What follows belongs to an exercise in optimizing a design on an open flow for small area and a short achievable clock period; a production flow would make more cautious choices. RTL that was checked went through simulation tests only; none was proved equivalent to the original. The RTL of runs 2 and 3 was laid out without a check of its function. Power figures rest on the tool's default switching activity, not on a simulated workload.

==> flow/design.v (outline; a module is shown in full before it is edited, if it fits) <==
// module float_copro_dp: 1533 lines
// module float_copro_enc: 30 lines
// module float_copro_add: 15 lines
// module float_copro: 68 lines
module float_copro
   (
    input  logic        clk,
    input  logic        copro_valid,
    input  logic        copro_accept,
    input  logic [10:0] copro_opcode,
    input  logic [31:0] copro_op0,
    input  logic [31:0] copro_op1,
    output logic        copro_complete,
    output logic [31:0] copro_result
    );
  // ...
==> flow/flow/run.sh <==
#!/bin/bash
# Standard ORFS layout (the standard.sh) with these changes:
#  - after the standard synthesis, flow/fixinv.py removes the inverters that
#    Yosys's full-adder extraction leaves between adder cells (it flips the
#    polarity of adder cells, which are self-dual), and the netlist is loaded
#    from the result;
#  - then flow/ksadd.py replaces the gates that add the upper result bits in
#    stage 2 (from the hs_r/hc_r/hp_r propagate/generate registers and cy_r) by a
#    Kogge-Stone adder (kept only if Yosys proves the two netlists
#    equivalent);
#  - then flow/faexp.py rebuilds the full adders of the last tree levels
#    (depth 3 and more) from xor2 and maj3 cells, which are faster;
#  - ports are buffered with buf_1 cells (the standard flow picks a larger
#    delay cell); the resizer still sizes them up where timing needs it;
set -euo pipefail
MARGIN=${MARGIN:-9.7}
SPLIT=21      # S of gen/gen.py: result bits below it come from lo_r
R=orfs/results/$FLOW_PLATFORM/float_copro/base
bash standard.sh synth > log_synth.txt 2>&1
cp $R/1_2_yosys.v $R/1_2_yosys_orig.v
python3 flow/fixinv.py $R/1_2_yosys_orig.v $R/1_2_yosys_fixinv.v > log_fixinv.txt 2>&1
python3 flow/xorbal.py $R/1_2_yosys_fixinv.v $R/1_2_yosys_xorbal.v > log_xorbal.txt 2>&1
python3 flow/ksadd.py $R/1_2_yosys_xorbal.v $R/1_2_yosys_ksadd.v $SPLIT pg2 > log_ksadd.txt 2>&1
# keep the Kogge-Stone netlist only if Yosys proves it equivalent to the one before
LIB=$FLOW_HOME/platforms/$FLOW_PLATFORM/lib/sky130_fd_sc_hd__tt_025C_1v80.lib
cat > eq_ksadd.ys <<EOT
read_liberty -overwrite -ignore_miss_func $LIB
read_verilog $R/1_2_yosys_xorbal.v
rename float_copro gold
read_verilog $R/1_2_yosys_ksadd.v
rename float_copro gate
flatten gold gate
opt_clean
equiv_make gold gate eq
hierarchy -top eq
equiv_simple -seq 1
equiv_status -assert
EOT
if $FLOW_HOME/../tools/install/yosys/bin/yosys -q -s eq_ksadd.ys > log_eq_ksadd.txt 2>&1; then
  cp $R/1_2_yosys_ksadd.v $R/1_2_yosys_s2.v
else
  echo "ksadd netlist not proved equivalent; using the one before" >> log_eq_ksadd.txt
  cp $R/1_2_yosys_xorbal.v $R/1_2_yosys_s2.v
fi
python3 flow/faexp.py $R/1_2_yosys_s2.v $R/1_2_yosys.v 3 > log_faexp.txt 2>&1
rm -f $R/1_synth.odb $R/1_synth.sdc
bash standard.sh synth > log_synth_odb.txt 2>&1
for step in floorplan place cts route finish; do
  bash standard.sh SETUP_SLACK_MARGIN=$MARGIN \
    "BUFFER_PORTS_ARGS=-buffer_cell sky130_fd_sc_hd__buf_1" $step > log_$step.txt 2>&1
done
==> flow/flow/faexp.py <==
#!/usr/bin/env python3
"""Replace the full-adder cells of the last adder-tree levels by faster gates.

A sky130 full-adder cell is compact but slow from its inputs to SUM.  The
last levels of the product's adder tree lie on the longest paths of the
multiplier stage, so this script rebuilds each full adder whose depth (in
full adders from the registers) is at least MINDEPTH from two xor2 cells for
the sum and a maj3 cell for the carry.
Usage: faexp.py IN.v OUT.v MINDEPTH"""
import re, sys

inp, outp, mind = sys.argv[1], sys.argv[2], int(sys.argv[3])
LIB = "sky130_fd_sc_hd__"
OUTPINS = {"X", "Y", "Q", "Q_N", "COUT", "SUM", "HI", "LO"}
src = open(inp).read()
m = re.search(r"^\s*" + LIB, src, re.M)
head, body = src[:m.start()], src[m.start():]
end = body.rindex("endmodule")
tail, body = body[end:], body[:end]
inst_re = re.compile(r"\s*(" + LIB + r"\w+)\s+(\S+)\s*\((.*?)\);\s*", re.S)
pin_re = re.compile(r"\.(\w+)\(\s*(.*?)\s*\)\s*(?:,|$)", re.S)
cells, order = {}, []
pos = 0
while pos < len(body):
    mm = inst_re.match(body, pos)
    if not mm:
        if body[pos:].strip():
            sys.exit("unparsed netlist text: " + body[pos:pos + 200])
        break
    typ, name, pins = mm.groups()
    cells[name] = [typ, {p: n.strip() for p, n in pin_re.findall(pins.strip())}]
    order.append(name)
    pos = mm.end()
drv = {}
for c, (t, pm) in cells.items():
    for p, n in pm.items():
        if p in OUTPINS:
            drv[n] = c
def base(c):
    return cells[c][0][len(LIB):]
sys.setrecursionlimit(10000)
memo = {}
def depth(n):
    """full adders on the longest path from a register to net n"""
    if n in memo:
        return memo[n]
    memo[n] = 0
    c = drv.get(n)
    if c is None or base(c).startswith("df"):
        return 0
    d = max([depth(x) for p, x in cells[c][1].items() if p not in OUTPINS] + [0])
    if base(c).startswith("fa_"):
        d += 1
    memo[n] = d
    return d
fadepth = {c: depth(cells[c][1]["SUM"]) for c in order if base(c).startswith("fa_")}
nid = [0]
wires = []
count = 0
for c in list(order):
    if c not in cells or not base(c).startswith("fa_"):
        continue
    pm = cells[c][1]
    if fadepth[c] < mind:
        continue
    a, b, ci = pm["A"], pm["B"], pm["CIN"]
    nid[0] += 1
    t = f"_faexp_n{nid[0]}_"
    wires.append(t)
    del cells[c]
    cells[c + "_x1"] = [LIB + "xor2_1", {"A": a, "B": b, "X": t}]
    cells[c + "_x2"] = [LIB + "xor2_1", {"A": t, "B": ci, "X": pm["SUM"]}]
    cells[c + "_mj"] = [LIB + "maj3_1", {"A": a, "B": b, "C": ci, "X": pm["COUT"]}]
    order += [c + "_x1", c + "_x2", c + "_mj"]
    count += 1
def esc(n):
    return n + " " if n.startswith("\\") else n
def cname(n):
    return n if not n.startswith("\\") else n + " "
out = [head]
for w in wires:
    out.append(f"  wire {w};\n")
for c in order:
    if c in cells:
        t, pm = cells[c]
        out.append(f"  {t} {cname(c)} (\n" + ",\n".join(f"    .{p}({esc(n)})" for p, n in pm.items()) + "\n  );\n")
out.append(tail)
open(outp, "w").write("".join(out))
print(f"faexp: {count} full adders of depth >= {mind} rebuilt from gates", file=sys.stderr)
==> flow/flow/fixinv.py <==
#!/usr/bin/env python3
"""Remove inverters around full adders in a Yosys-written gate netlist.

A full adder is self-dual: FA(~a, ~b, ~c) = (~cout, ~sum).  Yosys's extract_fa
leaves many inverters between adder cells.  This script chooses a polarity for
every full-adder cell (all its pins inverted or not) and for every xor2/xnor2
cell (an xor2 is an xnor2 with its output inverted), so that as few signals as
possible are needed in both polarities, and rebuilds the netlist with one
inverter for each signal that is.  Usage: fixinv.py IN.v OUT.v"""
import re, sys, random, math

LIB = "sky130_fd_sc_hd__"
OUTPINS = {"X", "Y", "Q", "Q_N", "COUT", "SUM", "HI", "LO"}

src = open(sys.argv[1]).read()
m = re.search(r"^\s*" + LIB, src, re.M)
head, body = src[:m.start()], src[m.start():]
end = body.rindex("endmodule")
tail, body = body[end:], body[:end]

inst_re = re.compile(r"\s*(" + LIB + r"\w+)\s+(\S+)\s*\((.*?)\);\s*", re.S)
pin_re = re.compile(r"\.(\w+)\(\s*(.*?)\s*\)\s*(?:,|$)", re.S)
cells, order = {}, []
pos = 0
while pos < len(body):
    mm = inst_re.match(body, pos)
    if not mm:
        if body[pos:].strip():
            sys.exit("unparsed netlist text: " + body[pos:pos + 200])
        break
    typ, name, pins = mm.groups()
    cells[name] = [typ, {p: n.strip() for p, n in pin_re.findall(pins.strip())}]
    order.append(name)
    pos = mm.end()

ports = set()
for mo in re.finditer(r"^\s*(?:output|input)\s+(\[\d+:\d+\]\s*)?(\S+)\s*;", head, re.M):
    rng, nm = mo.groups()
    if rng:
        a, b = map(int, re.findall(r"\d+", rng))
        ports.update(f"{nm}[{i}]" for i in range(min(a, b), max(a, b) + 1))
    ports.add(nm)

def kind(c):
    t = cells[c][0][len(LIB):]
    if t.startswith("inv_") or t.startswith("clkinv_"):
        return "inv"
    if t.startswith("fa_"):
        return "fa"
    if t.startswith("xor2_") or t.startswith("xnor2_"):
        return "x2"
    return "other"

drv, lds = {}, {}
for c, (t, pm) in cells.items():
    for p, n in pm.items():
        (drv.__setitem__(n, (c, p)) if p in OUTPINS else lds.setdefault(n, []).append((c, p)))

# root of every net through inverter chains
def root(n):
    par = 0
    seen = 0
    while n in drv and kind(drv[n][0]) == "inv" and seen < 50:
        n = cells[drv[n][0]][1]["A"]
        par ^= 1
        seen += 1
    return n, par

invs = [c for c in cells if kind(c) == "inv"]
roots = {}   # root net -> {"loads": [(cell, pin, par)], "names": {par: name}}
def R(r):
    return roots.setdefault(r, {"loads": [], "names": {0: r}})
for n in set(list(drv) + list(lds)):
    if n in drv and kind(drv[n][0]) == "inv":
        r, par = root(n)
        R(r)["names"].setdefault(par, n)
for c in cells:
    if kind(c) == "inv":
        continue
    for p, n in cells[c][1].items():
        if p in OUTPINS:
            continue
        r, par = root(n)
        R(r)["loads"].append((c, p, par))
for r, d in roots.items():
    for par, name in list(d["names"].items()):
        pass
port_need = {}
for pn in ports:
    if pn in drv or pn in lds:
        r, par = root(pn)
        if r in roots or pn in drv:
            R(r)
            if roots[r]["names"].get(par) not in (None, pn):
                # two names of the same phase, one a port: keep as is by making the
                # port a separate load that needs that phase
                pass
            roots[r]["names"][par] = pn
            port_need.setdefault(r, set()).add(par)

flip = {c: 0 for c in cells if kind(c) in ("fa", "x2")}
def drvflip(r):
    d = drv.get(r)
    if d is None:
        return 0
    c = d[0]
    return flip.get(c, 0)

def loadflip(c):
    return flip.get(c, 0) if kind(c) == "fa" else 0

def cost_root(r):
    d = roots[r]
    s = drvflip(r)
    need = set()
    for c, p, par in d["loads"]:
        need.add(par ^ loadflip(c) ^ s)
    for par in port_need.get(r, ()):
        need.add(par ^ s)
    return 1 if len(need) > 1 or (need == {1}) else 0
# note: need == {1} alone means every load wants the other phase: 1 inverter

cell_roots = {}
for r, d in roots.items():
    if r in drv:
        cell_roots.setdefault(drv[r][0], set()).add(r)
    for c, p, par in d["loads"]:
        cell_roots.setdefault(c, set()).add(r)

def total():
    return sum(cost_root(r) for r in roots)

start_inv = len(invs)
best = total()
cur = best
bestflip = dict(flip)
vars_ = list(flip)
random.seed(1)
T = 1.0
N = 60000
for it in range(N):
    T = 1.0 * (1 - it / N) + 0.02
    c = random.choice(vars_)
    rs = cell_roots.get(c, ())
    before = sum(cost_root(r) for r in rs)
    flip[c] ^= 1
    after = sum(cost_root(r) for r in rs)
    dlt = after - before
    if dlt <= 0 or random.random() < math.exp(-dlt / T):
        cur += dlt
        if cur < best:
            best = cur
            bestflip = dict(flip)
    else:
        flip[c] ^= 1
flip = bestflip

# rebuild
for c in invs:
    del cells[c]
newid = [0]
new_wires = []
def fresh(base):
    newid[0] += 1
    n = f"_fixinv_{newid[0]}_"
    new_wires.append(n)
    return n
ninv = 0
for r, d in roots.items():
    s = drvflip(r)
    names = dict(d["names"])
    if r in drv:
        # driver output now carries phase s
        pass
    need = {}
    for c, p, par in d["loads"]:
        ph = par ^ loadflip(c)
        need.setdefault(ph, []).append((c, p))
    for par in port_need.get(r, ()):
        need.setdefault(par, [])
    if not need:
        continue
    # the driven net: name of phase s
    if s not in names:
        names[s] = fresh(r)
    if r in drv:
        c, p = drv[r]
        cells[c][1][p] = names[s]
    for ph, lst in need.items():
        if ph not in names:
            names[ph] = fresh(r)
        for c, p in lst:
            cells[c][1][p] = names[ph]
        if ph != s:
            newid[0] += 1
            nm = f"_fixinv_i{newid[0]}_"
            cells[nm] = [LIB + "inv_1", {"A": names[s], "Y": names[ph]}]
            order.append(nm)
            ninv += 1
for c in cells:
    if kind(c) == "fa" and flip[c]:
        pass  # pins already rewired by phase; the cell itself is unchanged

for c in list(cells):
    if kind(c) == "x2" and flip[c]:
        t = cells[c][0]
        pm = cells[c][1]
        if "xnor2_" in t:
            cells[c][0] = t.replace("xnor2_", "xor2_")
            pm["X"] = pm.pop("Y")
        else:
            cells[c][0] = t.replace("xor2_", "xnor2_")
            pm["Y"] = pm.pop("X")
out = [head]
for w in new_wires:
    out.append(f"  wire {w};\n")
for c in order:
    if c in cells:
        t, pm = cells[c]
        out.append(f"  {t} {c} (\n" + ",\n".join(f"    .{p}({n}{' ' if n.startswith(chr(92)) else ''})" for p, n in pm.items()) + "\n  );\n")
out.append(tail)
open(sys.argv[2], "w").write("".join(out))
print(f"fixinv: inverters {start_inv} -> {ninv} (model {best}); flipped {sum(flip.values())} cells",
      file=sys.stderr)
==> flow/flow/ksadd.py <==
#!/usr/bin/env python3
"""Rebuild the adder in front of the upper result bits as a Kogge-Stone adder.

In stage 2, copro_result[S+i] = p_i ^ carry_i, where p_i (register hs_r[i])
and g_i (register hc_r[i]) are the propagate/generate pairs of the upper
bits and the carry into them starts with cy_r.  ABC maps this adder as
slack permits in its own view, which ignores the output delay.  This script
removes the gates in the fan-in of those output ports and puts in a
Kogge-Stone prefix tree of alternating a21oi/o21ai and nand2/nor2 cells.
With MODE sc the registers hs_r/hc_r hold the two carry-save rows instead,
and the propagate/generate pairs are formed here first.
With MODE pg2, hc_r[0] is the generate of bit 0 and hc_r[i], hp_r[i] (i > 0)
are the generate and propagate of bits i and i-1 together, formed in stage 1.
Usage: ksadd.py IN.v OUT.v S [pg|sc|pg2]"""
import re, sys

inp, outp, S = sys.argv[1], sys.argv[2], int(sys.argv[3])
MODE = sys.argv[4] if len(sys.argv) > 4 else "pg"
LIB = "sky130_fd_sc_hd__"
OUTPINS = {"X", "Y", "Q", "Q_N", "COUT", "SUM", "HI", "LO"}
src = open(inp).read()
m = re.search(r"^\s*" + LIB, src, re.M)
head, body = src[:m.start()], src[m.start():]
end = body.rindex("endmodule")
tail, body = body[end:], body[:end]
inst_re = re.compile(r"\s*(" + LIB + r"\w+)\s+(\S+)\s*\((.*?)\);\s*", re.S)
pin_re = re.compile(r"\.(\w+)\(\s*(.*?)\s*\)\s*(?:,|$)", re.S)
cells, order = {}, []
pos = 0
while pos < len(body):
    mm = inst_re.match(body, pos)
    if not mm:
        if body[pos:].strip():
            sys.exit("unparsed netlist text: " + body[pos:pos + 200])
        break
    typ, name, pins = mm.groups()
    cells[name] = [typ, {p: n.strip() for p, n in pin_re.findall(pins.strip())}]
    order.append(name)
    pos = mm.end()
drv, lds = {}, {}
for c, (t, pm) in cells.items():
    for p, n in pm.items():
        (drv.__setitem__(n, c) if p in OUTPINS else lds.setdefault(n, []).append(c))

def base(c):
    return cells[c][0][len(LIB):]

pq, gq, p2q, cy = {}, {}, {}, None
for c, (t, pm) in cells.items():
    if not base(c).startswith("dfxtp"):
        continue
    nm = c.lstrip("\\")
    mo = re.match(r"hs_r\[(\d+)\]", nm)
    if mo:
        pq[int(mo.group(1))] = pm["Q"]
    mo = re.match(r"hc_r\[(\d+)\]", nm)
    if mo:
        gq[int(mo.group(1))] = pm["Q"]
    mo = re.match(r"hp_r\[(\d+)\]", nm)
    if mo:
        p2q[int(mo.group(1))] = pm["Q"]
    if nm.startswith("cy_r"):
        cy = pm["Q"]
H = 32 - S
assert cy and all(i in pq for i in range(H)), (cy, sorted(pq))
outs = [f"copro_result[{S + i}]" for i in range(H)]

# gates in the fan-in of the upper outputs, back to registers
cone, stack = set(), list(outs)
while stack:
    n = stack.pop()
    c = drv.get(n)
    if c is None or c in cone or base(c).startswith("df"):
        continue
    cone.add(c)
    stack += [x for p, x in cells[c][1].items() if p not in OUTPINS]
for c in cone:
    for p, n in cells[c][1].items():
        if p in OUTPINS:
            for l in lds.get(n, []):
                assert l in cone, f"{c} also feeds {l}"
for c in cone:
    del cells[c]

nid = [0]
wires = []
def net():
    nid[0] += 1
    w = f"_ksadd_n{nid[0]}_"
    wires.append(w)
    return w
def cell(typ, pins):
    nid[0] += 1
    nm = f"_ksadd_c{nid[0]}_"
    cells[nm] = [LIB + typ, pins]
    order.append(nm)
def inv(s):
    y = net()
    cell("inv_1", {"A": s, "Y": y})
    return y

def topol(sig, want):
    s, pol = sig
    return s if pol == want else inv(s)

def prefix(G, P):
    """Kogge-Stone prefix over nodes (G[k], P[k]); P[0] is None (position 0
    is the carry in).  Returns the group generate of each position."""
    G, P = list(G), list(P)
    n = len(G)
    d = 1
    while d < n:
        nG, nP = list(G), list(P)
        for k in range(d, n):
            gk, pk, gj = G[k], P[k], G[k - d]
            if pk is None or gj[0] is None:
                continue
            if gk[0] is None:
                pol = pk[1]
                a, b = topol(pk, pol), topol(gj, pol)
                y = net()
                cell("nand2_1" if pol == 0 else "nor2_1", {"A": a, "B": b, "Y": y})
                nG[k] = (y, 1 - pol)
            else:
                pol = gk[1]
                a1, a2, b1 = topol(pk, pol), topol(gj, pol), gk[0]
                y = net()
                cell("a21oi_1" if pol == 0 else "o21ai_1", {"A1": a1, "A2": a2, "B1": b1, "Y": y})
                nG[k] = (y, 1 - pol)
            pj = P[k - d]
            if pj is None:
                nP[k] = None
            else:
                pol = pk[1]
                a, b = topol(pk, pol), topol(pj, pol)
                y = net()
                cell("nand2_1" if pol == 0 else "nor2_1", {"A": a, "B": b, "Y": y})
                nP[k] = (y, 1 - pol)
        G, P = nG, nP
        d *= 2
    return G

carry = {}
pbit = {i: (pq[i], 0) for i in range(H)}
if MODE == "pg2":
    # hc_r[0] = g0, hc_r[i] / hp_r[i] = generate / propagate of bits i..i-1;
    # carry[1] = g0 | p0 & cy, carry[i] = G2[i-1] | P2[i-1] & carry[i-2]
    ev = prefix([(cy, 0)] + [(gq[k], 0) for k in range(1, H - 1, 2)],
                [None] + [(p2q[k], 0) for k in range(1, H - 1, 2)])
    od = prefix([(cy, 0), (gq[0], 0)] + [(gq[k], 0) for k in range(2, H - 1, 2)],
                [None, (pq[0], 0)] + [(p2q[k], 0) for k in range(2, H - 1, 2)])
    for j, g in enumerate(ev):
        carry[2 * j] = g
    for j, g in enumerate(od[1:]):
        carry[2 * j + 1] = g
else:
    gbit = {}
    for i in range(H):
        if MODE == "pg" or i not in gq:
            gbit[i] = (gq[i], 0) if (MODE == "pg" and i in gq) else (None, 0)
        else:
            y = net()
            cell("xnor2_1", {"A": pq[i], "B": gq[i], "Y": y})
            pbit[i] = (y, 1)
            y = net()
            cell("nand2_1", {"A": pq[i], "B": gq[i], "Y": y})
            gbit[i] = (y, 1)
    G = prefix([(cy, 0)] + [gbit[k - 1] for k in range(1, H)],
               [None] + [pbit[k - 1] for k in range(1, H)])
    for i in range(H):
        carry[i] = G[i]
for i in range(H):
    c, pol = carry[i]
    pn, ppol = pbit[i]
    if c is None:
        cell("buf_1" if ppol == 0 else "inv_1", {"A": pn, ("X" if ppol == 0 else "Y"): outs[i]})
    elif pol == ppol:
        cell("xor2_1", {"A": pn, "B": c, "X": outs[i]})
    else:
        cell("xnor2_1", {"A": pn, "B": c, "Y": outs[i]})

ndrv = {}
for c, (t, pm) in cells.items():
    for p, n in pm.items():
        if p in OUTPINS:
            ndrv[n] = ndrv.get(n, 0) + 1
assert all(v == 1 for v in ndrv.values()), "a net with two drivers"
assert all(ndrv.get(o) == 1 for o in outs)

def esc(n):
    return n + " " if n.startswith("\\") else n
out = [head]
for w in wires:
    out.append(f"  wire {w};\n")
for c in order:
    if c in cells:
        t, pm = cells[c]
        out.append(f"  {t} {c} (\n" + ",\n".join(f"    .{p}({esc(n)})" for p, n in pm.items()) + "\n  );\n")
out.append(tail)
open(outp, "w").write("".join(out))
print(f"ksadd: replaced {len(cone)} gates by a {H}-bit Kogge-Stone adder", file=sys.stderr)
==> flow/flow/xorbal.py <==
#!/usr/bin/env python3
"""Rebalance xor trees in a gate netlist by estimated arrival time.

ABC sees the logic between full-adder cells with every input arriving at the
same time, so the parity of the top product column (an xor of many adder
outputs) often has its latest inputs at the bottom of the tree.  This pass
finds every tree of xor2/xnor2/xor3/xnor3 cells (each inner cell feeding only
the next one), estimates when each leaf signal arrives with a coarse delay
model, and rebuilds the tree from xor2 cells, always joining the two earliest
signals (an xnor2 at the root when the parity is inverted).
Usage: xorbal.py IN.v OUT.v"""
import re, sys

LIB = "sky130_fd_sc_hd__"
OUTPINS = {"X", "Y", "Q", "Q_N", "COUT", "SUM", "HI", "LO"}

src = open(sys.argv[1]).read()
m = re.search(r"^\s*" + LIB, src, re.M)
head, body = src[:m.start()], src[m.start():]
end = body.rindex("endmodule")
tail, body = body[end:], body[:end]
inst_re = re.compile(r"\s*(" + LIB + r"\w+)\s+(\S+)\s*\((.*?)\);\s*", re.S)
pin_re = re.compile(r"\.(\w+)\(\s*(.*?)\s*\)\s*(?:,|$)", re.S)
cells, order = {}, []
pos = 0
while pos < len(body):
    mm = inst_re.match(body, pos)
    if not mm:
        if body[pos:].strip():
            sys.exit("unparsed netlist text: " + body[pos:pos + 200])
        break
    typ, name, pins = mm.groups()
    cells[name] = [typ, {p: n.strip() for p, n in pin_re.findall(pins.strip())}]
    order.append(name)
    pos = mm.end()
ports = set()
for mo in re.finditer(r"^\s*(?:output|input)\s+(\[\d+:\d+\]\s*)?(\S+)\s*;", head, re.M):
    rng, nm = mo.groups()
    if rng:
        a, b = map(int, re.findall(r"\d+", rng))
        ports.update(f"{nm}[{i}]" for i in range(min(a, b), max(a, b) + 1))
    ports.add(nm)

def base(c):
    return re.sub(r"_\d+$", "", cells[c][0][len(LIB):])

XOR = {"xor2": (["A", "B"], "X", 0), "xnor2": (["A", "B"], "Y", 1),
       "xor3": (["A", "B", "C"], "X", 0), "xnor3": (["A", "B", "C"], "X", 1)}

def build():
    drv, lds = {}, {}
    for c, (t, pm) in cells.items():
        for p, n in pm.items():
            if p in OUTPINS:
                drv[n] = (c, p)
            else:
                lds.setdefault(n, []).append((c, p))
    return drv, lds
drv, lds = build()

DELAY = {"fa": {"SUM": 0.5, "COUT": 0.42}, "ha": {"SUM": 0.3, "COUT": 0.25},
         "dfxtp": {"Q": 0.4}, "xor2": 0.2, "xnor2": 0.2, "xor3": 0.35, "xnor3": 0.35,
         "inv": 0.07, "buf": 0.15, "clkbuf": 0.15}
memo = {}
def arrival(n, depth=0):
    if n in memo:
        return memo[n]
    d = drv.get(n)
    if d is None or depth > 400:
        return 0.0
    c, p = d
    b = base(c)
    dl = DELAY.get(b, 0.2)
    if isinstance(dl, dict):
        dl = dl.get(p, 0.3)
    dl += 0.02 * len(lds.get(n, []))
    if b.startswith("dfxtp") or b.startswith("dfrtp"):
        t = dl
    else:
        t = dl + max([arrival(x, depth + 1) for q, x in cells[c][1].items()
                      if q not in OUTPINS] + [0.0])
    memo[n] = t
    return t

def is_x(c):
    return c in cells and base(c) in XOR

def inner(c):
    """c is an inner node: its output feeds exactly one load, an xor cell."""
    out = cells[c][1][XOR[base(c)][1]]
    l = lds.get(out, [])
    return out not in ports and len(l) == 1 and is_x(l[0][0])

sys.setrecursionlimit(10000)
for n in list(drv):
    arrival(n)
QUANT = 0.8
roots = [c for c in order if is_x(c) and not inner(c)]
newid = [0]
new_wires = []
changed = 0
for r in roots:
    leaves, parity, members = [], 0, []
    stack = [r]
    while stack:
        c = stack.pop()
        members.append(c)
        ins, out, inv = XOR[base(c)]
        parity ^= inv
        for p in ins:
            n = cells[c][1][p]
            d = drv.get(n)
            if d and is_x(d[0]) and inner(d[0]) and d[0] not in members:
                stack.append(d[0])
            else:
                # an inverter in front of the tree only flips its parity
                while d and d[0] in cells and base(d[0]) in ("inv", "clkinv"):
                    n = cells[d[0]][1]["A"]
                    parity ^= 1
                    d = drv.get(n)
                leaves.append(n)
    if len(leaves) < 3:
        continue
    # equal leaves cancel
    cnt = {}
    for n in leaves:
        cnt[n] = cnt.get(n, 0) + 1
    leaves = [n for n in cnt for _ in range(cnt[n] % 2)]
    if len(leaves) < 2:
        continue
    # arrival estimates are coarse: quantize them so that leaves of about the
    # same arrival are joined in balanced trees rather than chains
    items = sorted((round(arrival(n) / QUANT) * QUANT, n) for n in leaves)
    rout = cells[r][1][XOR[base(r)][1]]
    for c in members:
        del cells[c]
    while len(items) > 1:
        (t0, x), (t1, y) = items[0], items[1]
        items = items[2:]
        last = not items
        newid[0] += 1
        nm = f"_xorbal_{newid[0]}_"
        if last:
            o = rout
            typ = "xnor2_1" if parity else "xor2_1"
        else:
            o = f"_xorbal_n{newid[0]}_"
            new_wires.append(o)
            typ = "xor2_1"
        cells[nm] = [LIB + typ, {"A": x, "B": y, ("Y" if typ.startswith("xnor") else "X"): o}]
        order.append(nm)
        items.append((max(t0, t1) + 0.2, o))
        items.sort()
    changed += 1

# drop inverters left without loads
while True:
    drv, lds = build()
    dead = [c for c in cells if base(c) in ("inv", "clkinv")
            and not lds.get(cells[c][1]["Y"]) and cells[c][1]["Y"] not in ports]
    if not dead:
        break
    for c in dead:
        del cells[c]

out = [head]
for w in new_wires:
    out.append(f"  wire {w};\n")
for c in order:
    if c in cells:
        t, pm = cells[c]
        out.append(f"  {t} {c} (\n" + ",\n".join(
            f"    .{p}({n}{' ' if n.startswith(chr(92)) else ''})" for p, n in pm.items()) + "\n  );\n")
out.append(tail)
open(sys.argv[2], "w").write("".join(out))
print(f"xorbal: rebuilt {changed} xor trees", file=sys.stderr)
==> flow/standard.sh <==
#!/bin/bash
# synth_recipe.tcl (not shown) runs the flow's synth.tcl, then flattens the netlist and writes it again
# the make line also repeats each setting of config.mk as NAME=value (left out here)
make -C /OpenROAD-flow-scripts/flow DESIGN_CONFIG=/design/flow/config.mk WORK_HOME=/design/flow/orfs CLKGATE_MAP_FILE= SYNTH_SCRIPT=/design/flow/synth_recipe.tcl "${@:-finish}"
==> flow/config.mk <==
export PLATFORM = sky130hd
export DESIGN_NAME = float_copro
export DESIGN_NICKNAME = float_copro
export VERILOG_FILES = /design/flow/design.v
export SDC_FILE = /design/flow/constraint.sdc
export NUM_CORES = 4
export LEC_CHECK = 0
export CAP_MARGIN = 20
export CORE_MARGIN = 2
export CORE_UTILIZATION = 65
export SLEW_MARGIN = 20
==> flow/constraint.sdc <==
create_clock -name core_clock -period 14.0 [get_ports {clk}]
set_input_delay 2.8000 -clock core_clock [delete_from_list [all_inputs] [get_ports {clk}]]
set_output_delay 2.8000 -clock core_clock [all_outputs]
set_load 0.01 [all_outputs]
==> results.cfg, run 1 <==
[power]
switching_share_pct = 45.06
irDropWorstVdd_uv = 234.3
power.share.combinational_pct = 68.2
comb_power_mw = 2.52
p_sw_mw = 1.667
clkPwrFrac_pct = 13.1
p_seq_share_pct = 18.7

[floorplan]
die_h_um = 160.8

[final_layout]
fillers = 1874
nonClkBufAreaFrac_pct = 5.167
fin_nets = 2022
layout-drive-gt1-share_pct = 8.867
seq_area_share_pct = 19.70
n_all_buffers = 148

[drt]
avgViaCountPerCell = 6.295
wl_um = 44460

[worst_hold_path]
worstHoldPathCells = 2

[worst_setup_path]
crit_path_end = copro_result[30]
worstSetupPathDepth = 5
critPathKind = flip-flop to output pin

[sta]
finalSetupTns_ns = 0
tightest_slew_ns = 0.8467
hold_viol = 0

[place]
numPortBuffers = 101
dpl.hpwl_um = 30150

[synth]
syn_avg_cell_area_um2 = 9.332

[grt]
grt.busiest_layer = met2

[clock_network]
htree_levels = 4
clk_latency_ns = 0.44

[outcome]
outcome = timing/DRC/antenna clean

[flow_run]
maxCapViolCount = 0
==> module float_copro, before the edit <==
module float_copro
   (
    input  logic        clk,
    input  logic        copro_valid,
    input  logic        copro_accept,
    input  logic [10:0] copro_opcode,
    input  logic [31:0] copro_op0,
    input  logic [31:0] copro_op1,
    output logic        copro_complete,
    output logic [31:0] copro_result
    );
   wire mul_d    = copro_opcode[1:0] == 2'd2;
   wire addsub_d = !copro_opcode[1];
   wire sub_d    = copro_opcode[1:0] == 2'd1;
   wire done_d;
   logic        done_r;         
   logic [3:0]  cnt;            
   logic [31:0] nb_r, c_r;     
   logic [15:0] one, two, neg;
   logic [15:0] one_d, two_d, neg_d;
   float_copro_enc encoder (
      .a(copro_op0), .mul(mul_d), .addsub(addsub_d), .sub(sub_d),
      .one(one_d), .two(two_d), .neg(neg_d)
   );
   logic [15:0] none_r, ntwo_r, neg_r;    
   assign one = ~none_r;
   assign two = ~ntwo_r;
   assign neg = neg_r;
   logic [20:0] lo_d, lo_r;
   logic        cy_d, cy_r;
   logic [10:0] hs_d, hc_d, hs_r, hc_r;
   logic [10:0] hp_d, hp_r;
   float_copro_dp datapath (
      .none(~one), .ntwo(~two), .neg(neg), .nb(nb_r), .c(c_r),
      .lo(lo_d), .lo_cy(cy_d), .hi_s(hs_d), .hi_c(hc_d), .hi_p2(hp_d)
   );
   always_ff @(posedge clk) begin
      nb_r  <= ~copro_op1;
      done_r <= done_d;
      none_r <= ~one_d;
      ntwo_r <= ~two_d;
      neg_r <= neg_d;
      c_r   <= copro_op0 & {32{addsub_d}};
      lo_r  <= lo_d;
      cy_r  <= cy_d;
      hs_r  <= hs_d;
      hc_r  <= hc_d;
      hp_r  <= hp_d;
      if (!copro_valid || copro_accept)
         cnt <= 4'd0;
      else if (cnt != 4'd15)
         cnt <= cnt + 4'd1;
   end
   wire [3:0] cnt_nx = (cnt == 4'd15) ? cnt : cnt + 4'd1;
   assign done_d = copro_valid && !copro_accept &&
                   (mul_d ? cnt_nx >= 4'd2 : addsub_d ? cnt_nx >= 4'd3 : cnt_nx >= 4'd11);
   assign copro_complete = done_r;
   wire [10:0] carry;
   assign carry[0] = cy_r;
   assign carry[1] = hc_r[0] | (hs_r[0] & cy_r);
   genvar i;
   generate
      for (i = 2; i < 11; i = i + 1) begin : hi_carry
         assign carry[i] = hc_r[i-1] | (hp_r[i-1] & carry[i-2]);
      end
   endgenerate
   assign copro_result = {hs_r ^ carry, lo_r};
endmodule
==> inputs of run 2 (changes only) <==
--- a/flow/design.v
+++ b/flow/design.v
@@ -1,19 +1,19 @@
 module float_copro_dp (
    input  logic [15:0] none,    
    input  logic [15:0] ntwo,
    input  logic [15:0] neg,
    input  logic [31:0] nb,      
    input  logic [31:0] c,
-   output logic [20:0] lo,
+   output logic [18:0] lo,
    output logic        lo_cy,
-   output logic [10:0] hi_s,
-   output logic [10:0] hi_c,
-   output logic [10:0] hi_p2
+   output logic [12:0] hi_s,
+   output logic [12:0] hi_c,
+   output logic [12:0] hi_p2
    );
    wire pp0_0;
    wire pp0_1;
    wire pp0_2;
    wire pp0_3;
    wire pp0_4;
    wire pp0_5;
    wire pp0_6;
@@ -1519,22 +1519,22 @@
    assign tx24 = tx22 ^ tx23;
    assign tx25 = fc99 ^ fc142;
    assign tx26 = tx24 ^ tx25;
    assign tx27 = tx26 ^ fc143;
    assign tx28 = tx27 ^ fc168;
    assign tx29 = tx28 ^ fc196;
    wire [31:0] rs = {tx29, fc195, fc194, fc193, fc192, fc191, fc190, fc189, fc188, fc187, fc186, fc185, fc184, fc183, fc182, fc181, fc180, fc179, fc178, fc177, fc176, fc175, fc174, fc173, fc172, fc171, fc170, hc29, hs29, hc28, hc27, pp0_0};
    wire [31:0] rc = {1'b0, fs196, fs195, fs194, fs193, fs192, fs191, fs190, fs189, fs188, fs187, fs186, fs185, fs184, fs183, fs182, fs181, fs180, fs179, fs178, fs177, fs176, fs175, fs174, fs173, fs172, fs171, fs170, fc169, fs169, hs28, hs27};
-   float_copro_add #(.N(21), .CI(0)) lo_add (.a(rs[20:0]), .b(rc[20:0]), .ci(1'b0), .y({lo_cy, lo}));
-   wire [10:0] up = rs[31:21] ^ rc[31:21];
-   wire [10:0] ug = rs[31:21] & rc[31:21];
+   float_copro_add #(.N(19), .CI(0)) lo_add (.a(rs[18:0]), .b(rc[18:0]), .ci(1'b0), .y({lo_cy, lo}));
+   wire [12:0] up = rs[31:19] ^ rc[31:19];
+   wire [12:0] ug = rs[31:19] & rc[31:19];
    assign hi_s = up;
-   assign hi_c = {ug[10:1] | (up[10:1] & ug[9:0]), ug[0]};
-   assign hi_p2 = {up[10:1] & up[9:0], 1'b0};
+   assign hi_c = {ug[12:1] | (up[12:1] & ug[11:0]), ug[0]};
+   assign hi_p2 = {up[12:1] & up[11:0], 1'b0};
 endmodule
 module float_copro_enc (
    input  logic [31:0] a,
    input  logic        mul,
    input  logic        addsub,
    input  logic        sub,
    output logic [15:0] one,
    output logic [15:0] two,
@@ -1599,20 +1599,20 @@
    float_copro_enc encoder (
       .a(copro_op0), .mul(mul_d), .addsub(addsub_d), .sub(sub_d),
       .one(one_d), .two(two_d), .neg(neg_d)
    );
    logic [15:0] none_r, ntwo_r, neg_r;    
    assign one = ~none_r;
    assign two = ~ntwo_r;
    assign neg = neg_r;
-   logic [20:0] lo_d, lo_r;
+   logic [18:0] lo_d, lo_r;
    logic        cy_d, cy_r;
-   logic [10:0] hs_d, hc_d, hs_r, hc_r;
-   logic [10:0] hp_d, hp_r;
+   logic [12:0] hs_d, hc_d, hs_r, hc_r;
+   logic [12:0] hp_d, hp_r;
    float_copro_dp datapath (
       .none(~one), .ntwo(~two), .neg(neg), .nb(nb_r), .c(c_r),
       .lo(lo_d), .lo_cy(cy_d), .hi_s(hs_d), .hi_c(hc_d), .hi_p2(hp_d)
    );
    always_ff @(posedge clk) begin
       nb_r  <= ~copro_op1;
       done_r <= done_d;
       none_r <= ~one_d;
@@ -1628,19 +1628,19 @@
          cnt <= 4'd0;
       else if (cnt != 4'd15)
          cnt <= cnt + 4'd1;
    end
    wire [3:0] cnt_nx = (cnt == 4'd15) ? cnt : cnt + 4'd1;
    assign done_d = copro_valid && !copro_accept &&
                    (mul_d ? cnt_nx >= 4'd2 : addsub_d ? cnt_nx >= 4'd3 : cnt_nx >= 4'd11);
    assign copro_complete = done_r;
-   wire [10:0] carry;
+   wire [12:0] carry;
    assign carry[0] = cy_r;
    assign carry[1] = hc_r[0] | (hs_r[0] & cy_r);
    genvar i;
    generate
-      for (i = 2; i < 11; i = i + 1) begin : hi_carry
+      for (i = 2; i < 13; i = i + 1) begin : hi_carry
          assign carry[i] = hc_r[i-1] | (hp_r[i-1] & carry[i-2]);
       end
    endgenerate
    assign copro_result = {hs_r ^ carry, lo_r};
 endmodule
--- a/flow/flow/run.sh
+++ b/flow/flow/run.sh
@@ -8,18 +8,18 @@
 #    stage 2 (from the hs_r/hc_r/hp_r propagate/generate registers and cy_r) by a
 #    Kogge-Stone adder (kept only if Yosys proves the two netlists
 #    equivalent);
 #  - then flow/faexp.py rebuilds the full adders of the last tree levels
 #    (depth 3 and more) from xor2 and maj3 cells, which are faster;
 #  - ports are buffered with buf_1 cells (the standard flow picks a larger
 #    delay cell); the resizer still sizes them up where timing needs it;
 set -euo pipefail
-MARGIN=${MARGIN:-9.7}
-SPLIT=21      # S of gen/gen.py: result bits below it come from lo_r
+MARGIN=${MARGIN:-9.8}
+SPLIT=19      # S of gen/gen.py: result bits below it come from lo_r
 R=orfs/results/$FLOW_PLATFORM/float_copro/base
 bash standard.sh synth > log_synth.txt 2>&1
 cp $R/1_2_yosys.v $R/1_2_yosys_orig.v
 python3 flow/fixinv.py $R/1_2_yosys_orig.v $R/1_2_yosys_fixinv.v > log_fixinv.txt 2>&1
 python3 flow/xorbal.py $R/1_2_yosys_fixinv.v $R/1_2_yosys_xorbal.v > log_xorbal.txt 2>&1
 python3 flow/ksadd.py $R/1_2_yosys_xorbal.v $R/1_2_yosys_ksadd.v $SPLIT pg2 > log_ksadd.txt 2>&1
 # keep the Kogge-Stone netlist only if Yosys proves it equivalent to the one before
 LIB=$FLOW_HOME/platforms/$FLOW_PLATFORM/lib/sky130_fd_sc_hd__tt_025C_1v80.lib
==> run 2 against run 1 <==
  * Largest power group unchanged
  * Worst setup slack got worse by 0.057 ns
  * Sequential share of layout area increased by 0.71 points
  * Final area is 1.1% lower
  * Clock-buffer cell count decreased by 1
  * Register-to-register slack hardly changed
  * Critical endpoint is now copro_result[31]
  * Non-clock buffer count down 12
  * Area after synthesis decreased by 0.85%
  * Power is 6.6% lower
  * Die area down 0.83%
  * Clock skew rose by 0.0013 ns
  * Fmax shrank 1.3%
==> results.cfg, run 2 <==
[final_layout]
fin_nets = 1996
layout-drive-gt1-share_pct = 9.059
reg_top3 = c_r: 32 flops, nb_r: 32 flops, lo_r: 19 flops
final_core_util_pct = 71.87
final_area_mm2 = 0.01733
fillers = 1941
area_delta_synth_final_pct = 9.368
final_common_cell = xor2_1
diodes = 0
mostFrequentLayoutCells = xor2_1 (398), o22ai_1 (256), dfxtp_1 (132)

[grt]
use_met1_pct = 46.26
gr-total-overflow = 0
grt_pass1_wl_um = 68230
grt_pass1_vias = 12580
use_met3_pct = 6.519
grt_antenna_before_repair = 0
grt_usage_pct = 33.61
gr-usage-met2_pct = 52.81
grt_max_degree = 39
grt.busiest_layer = met2

[worst_hold_path]
hp-start = cnt[1]
hold_path_end = cnt[1]
worstHoldPathCells = 2
min_path_type = flip-flop to flip-flop

[worst_setup_path]
r2r_setup_slack_ns = 9.82
crit_chain = a21oi_4, o21ai_4, a21oi_2, xnor2_1, buf_2
critPathKind = flip-flop to output pin
startpoint_type = flip-flop
required_ns = 11.20
critPathMaxFanout = 3
rr_worst_depth = 16
reg2reg_to = hs_r[12]
slowest_delay_ns = 0.35
end_kind = output pin
r2r_start = ntwo_r[8]
worst-path-buf-inv = 1
critical_path.top_delay_family = compound AO/OA/AOI/OAI gates
arrival_ns = 1.54
cp_slowest_cell = dfxtp_2

[clock_network]
clock-sinks = 173
clk_pin_slew_ns = 0.08
ctsLongestPathBuffers = 2
htree_levels = 4
cts_root_buffer = clkbuf_16
cts_hold_buf = 0
clk_latency_ns = 0.45
tritoncts = built
cts_made_buffers = 17

[sta]
rsz0062_at_grt = true
finalSetupTns_ns = 0
clock.fmax_mhz = 230.6
maxSlewViolCount = 0
whs_ns = 0.5423
fin_crit_ns = 4.337
max_slew_margin_pct = 52.25
hold_viol = 0
fin_skew_ns = 0.01942
finalCritPeriodShare_pct = 30.98
tightest_slew_ns = 0.7152
finalSetupViolCount = 0

[flow_run]
maxCapViolCount = 0

[synth]
yosys_warnings = 1
synthCells = 1695
postSynthNetCount = 1982
syn_avg_cell_area_um2 = 9.346
netlist_area_mm2 = 0.01584

[floorplan]
core_area_mm2 = 0.02411
die_h_um = 160.1
rows = 57
pin_count = 111
die_area_mm2 = 0.02564
initial_core_util_pct = 65.72
dieWidth_um = 160.1

[drt]
dr.pass1.iters = 6
wl_um = 43790
wl_per_cell_um = 21.40
dr_total_vias = 12870
avgViaCountPerCell = 6.289
antenna_left = 0
drc = 0
first_iter_violations = 1364

[place]
placed_cell_area_mm2 = 0.01629
numPortBuffers = 101
dpl.hpwl_um = 29730
gp_congestion = 0.9028

[power]
powerDensity_mw_per_mm2 = 199.4
finalPower_mw = 3.455
cellLeakagePower_nw = 8.379
irDropWorstVdd_uv = 211.3

[outcome]
outcome = timing/DRC/antenna clean
## run 2: what timing repair did
action	CTS	global route
gates cloned	0	2
gates resized for setup	58	69
buffers inserted	4	1
pin swaps	13	7
setup endpoints to repair	45	39
endpoints found under the hold margin	0	0
## run 2: tightest hold or removal path, cell delays in order (launching register included)
cell      delay (ns)
dfxtp_1         0.34
nor2_1          0.11
a211oi_1        0.05
## run 2: power breakdown
group	leakage, nW	internal (mW)	switching (mW)
sequential	1.44	0.644	0.0859
clock	0.289	0.241	0.250
combinational	6.65	1.03	1.20
## run 2: layout make-up
type	count	area (um^2)	area share, %
clock buffer	17	425.4	2.455
clock inverter	15	168.9	0.9749
inverter	47	178.9	1.033
multi-input combinational	1334	11810	68.16
sequential	173	3537	20.42
tap	324	405.4	2.340
timing repair buffer	136	800.8	4.622
## run 2: routing by layer
| layer | share of wire, % | routed length [um] | vias to the layer above |
|---|---|---|---|
| li1 | - | - | 5786 |
| met1 | 42 | 18290 | 6178 |
| met2 | 46 | 19950 | 751 |
| met3 | 8.9 | 3916 | 153 |
| met4 | 3.7 | 1626 | 0 |
| met5 | 0 | 0 | - |
## run 2: worst max path at each step
stage / startpoint / end / slack [ns] / cells past startpoint
floorplan: ntwo_r[0] / hc_r[11] / 9.83 / 13
global placement: none_r[3] / cy_r / 9.42 / 13
detailed placement: none_r[3] / cy_r / 9.41 / 13
CTS: cy_r / copro_result[29] / 9.69 / 5
global route: nb_r[18] / hs_r[12] / 9.60 / 16
finish: hp_r[3] / copro_result[31] / 9.66 / 5
## run 2: through the flow
stage | setup WS [ns] | instances
floorplan | 9.827 | 1695
global placement | 9.418 | 2007
detailed placement | 9.407 | 2007
CTS | 9.686 | 2043
global route | 9.603 | 2046
finish | 9.663 | 2046
==> inputs of run 3 (changes only) <==
--- a/flow/flow/run.sh
+++ b/flow/flow/run.sh
@@ -15,3 +15,3 @@
 set -euo pipefail
-MARGIN=${MARGIN:-9.8}
+MARGIN=${MARGIN:-9.7}
 SPLIT=19      # S of gen/gen.py: result bits below it come from lo_r
==> run 3 against run 2 <==
  * Clock-buffer cell count stayed put
  * Still clean on timing, DRC and antenna
  * Final area is 0.54% lower
  * Worst setup slack better by 0.022 ns
  * First-iteration DRC count is 12% higher
  * Power is 0.50% lower
  * Highest routed layer unchanged
  * Sequential power hardly changed
==> results.cfg, run 3 <==
[grt]
grt_max_degree = 39
grt_usage_pct = 33.83
gr-total-overflow = 0
grt_pass1_vias = 12740
grt_antenna_before_repair = 0
grt_pass1_wl_um = 68630

[power]
switching_share_pct = 44.14
clkPwrFrac_pct = 15.1
p_int_mw = 1.920
p_seq_share_pct = 21.2
powerDensity_mw_per_mm2 = 199.5
p_sw_mw = 1.517
cellLeakagePower_nw = 8.323
power.share.combinational_pct = 63.8
irDropWorstVdd_uv = 154.0

[worst_hold_path]
worstHoldPathCells = 2
min_path_type = flip-flop to flip-flop

[sta]
fin_skew_ns = 0.01443
fin_crit_ns = 4.315
whs_ns = 0.5556
finalCritPeriodShare_pct = 30.82
clock.fmax_mhz = 231.7
finalSetupViolCount = 0
tightest_slew_ns = 0.6690
rsz0062_at_grt = true
maxSlewViolCount = 0
hold_viol = 0
max_slew_margin_pct = 55.29
finalSetupTns_ns = 0

[clock_network]
clk_latency_ns = 0.45
cts_root_buffer = clkbuf_16
tritoncts = built
clock-sinks = 173
htree_levels = 4
clk_pin_slew_ns = 0.09
ctsLongestPathBuffers = 2
cts_made_buffers = 17

[drt]
dr_total_vias = 12740
antenna_left = 0
top_layer = met4
first_iter_violations = 1533
drc = 0
dr.pass1.iters = 6
avgViaCountPerCell = 6.243
wl_met2_um = 19160
wl_um = 43000
wl_per_cell_um = 21.08
wl_met1_um = 17690
wl_met3_um = 4467

[synth]
yosys_warnings = 1
postSynthNetCount = 1982
netlist_area_mm2 = 0.01584
syn_avg_cell_area_um2 = 9.346
synthCells = 1695

[final_layout]
area_delta_synth_final_pct = 8.775
layout.cells.non_filler = 2040
reg_top3 = c_r: 32 flops, nb_r: 32 flops, lo_r: 19 flops
final_area_mm2 = 0.01723
layout-drive-gt1-share_pct = 8.333
fin_nets = 1990
final_common_cell = xor2_1
diodes = 0
mostFrequentLayoutCells = xor2_1 (398), o22ai_1 (255), fa_1 (131)
final_core_util_pct = 71.48

[place]
placedCellCount = 2004
numPortBuffers = 101
dpl.hpwl_um = 29750
placed_cell_area_mm2 = 0.01627
gp_congestion = 0.9146

[worst_setup_path]
cp_slowest_cell = dfxtp_1
r2r_setup_slack_ns = 9.91
arrival_ns = 1.52
critPathKind = flip-flop to output pin
slowest_delay_ns = 0.44
crit_chain = a21oi_2, o21ai_1, a21oi_2, xnor2_1, buf_2
rr_worst_depth = 16
required_ns = 11.20
end_kind = output pin
startpoint_type = flip-flop
path_common_cell = a21oi_2
critPathMaxFanout = 2

[floorplan]
rows = 57
core_area_mm2 = 0.02411
die_area_mm2 = 0.02564
initial_core_util_pct = 65.72
dieWidth_um = 160.1
pin_count = 111
die_h_um = 160.1

[flow_run]
maxCapViolCount = 0

[outcome]
outcome = timing/DRC/antenna clean
==> run 3: per-layer routing <==
metal	track usage [%]	vias up
met2	53.35	761
met3	7.688	139
li1	-	5782
met1	46.10	6054
met4	11.67	0
met5	0	-
==> run 3: timing repair <==
item | in CTS | in global routing
setup endpoints to repair | 46 | 32
pin swaps | 8 | 9
hold endpoints to repair | 0 | 0
hold buffers | 0 | 0
gates resized for setup | 43 | 67
setup buffers | 1 | 3
==> run 3: layout make-up <==
type | count | area [um^2]
fill | 1919 | 6874
clock buffer | 17 | 425.4
tap | 324 | 405.4
timing repair buffer | 130 | 688.2
sequential | 173 | 3547
multi-input combinational | 1334 | 11770
inverter | 47 | 176.4
clock inverter | 15 | 217.7
==> run 3: critical path, delay by kind of cell (launching register included) <==
kind | cells | cell delay (ns)
flip-flops | 1 | 0.44
XOR/XNOR | 1 | 0.14
AO/OA/AOI/OAI | 3 | 0.35
buffers and inverters | 1 | 0.15
==> run 3: through the flow <==
| stage | setup WS (ns) | total power, mW |
|---|---|---|
| after global routing | 9.630 | 3.720 |
| after CTS | 9.673 | 3.428 |
| final | 9.685 | 3.438 |
| after global placement | 9.376 | 2.825 |
| after detailed placement | 9.362 | 2.879 |
| after floorplan | 9.827 | 2.386 |
==> run 3: worst paths after layout <==
path | start | endpoint
setup / recovery | hc_r[3] | copro_result[29]
setup reg to reg | nb_r[21] | hs_r[12]
hold reg to reg | cnt[1] | cnt[1]
hold / removal | cnt[1] | cnt[1]
==> run 3: power by group through the flow <==
stage	clock (mW)	combinational, mW	sequential (mW)
after floorplan	0	1.69	0.698
after global placement	0	2.10	0.723
after detailed placement	0	2.15	0.725
after CTS	0.523	2.18	0.723
after global routing	0.542	2.44	0.735
final	0.519	2.19	0.727

separate check: timing with driven ports:
In the flow no input, the clock included, has a driving cell. The finished layouts below were timed again as built, in two steps. Step 1 assumes that a clkbuf_16 drives the clock port and a buf_2 every other input. Step 2 adds t to the input delays and takes it off the output delays; t is the mean of the earliest and latest rising clock arrival at the registers after step 1. Input paths then give back, and output paths get back, about the clock's delay inside the block. Three values: ideal ports, drivers, drivers and shift; two values: the first two.
| run | t (ns) | setup slack, ns | worst hold slack (ns) | latest minus earliest clock arrival (ns) |
|---|---|---|---|---|
| run 1 | 0.482 | 9.720 / 9.668 / 9.664 | 0.548 / 0.548 / 0.548 | 0.018 / 0.018 |
| run 2 | 0.489 | 9.663 / 9.612 / 9.754 | 0.542 / 0.542 / 0.542 | 0.022 / 0.022 |
| run 3 | 0.487 | 9.685 / 9.636 / 9.717 | 0.556 / 0.556 / 0.556 | 0.016 / 0.016 |
After both steps setup and hold are still met in every run listed. The setup slack of run 1, which loses most, moves by -0.052 ns with the drivers and by -0.056 ns with both steps.
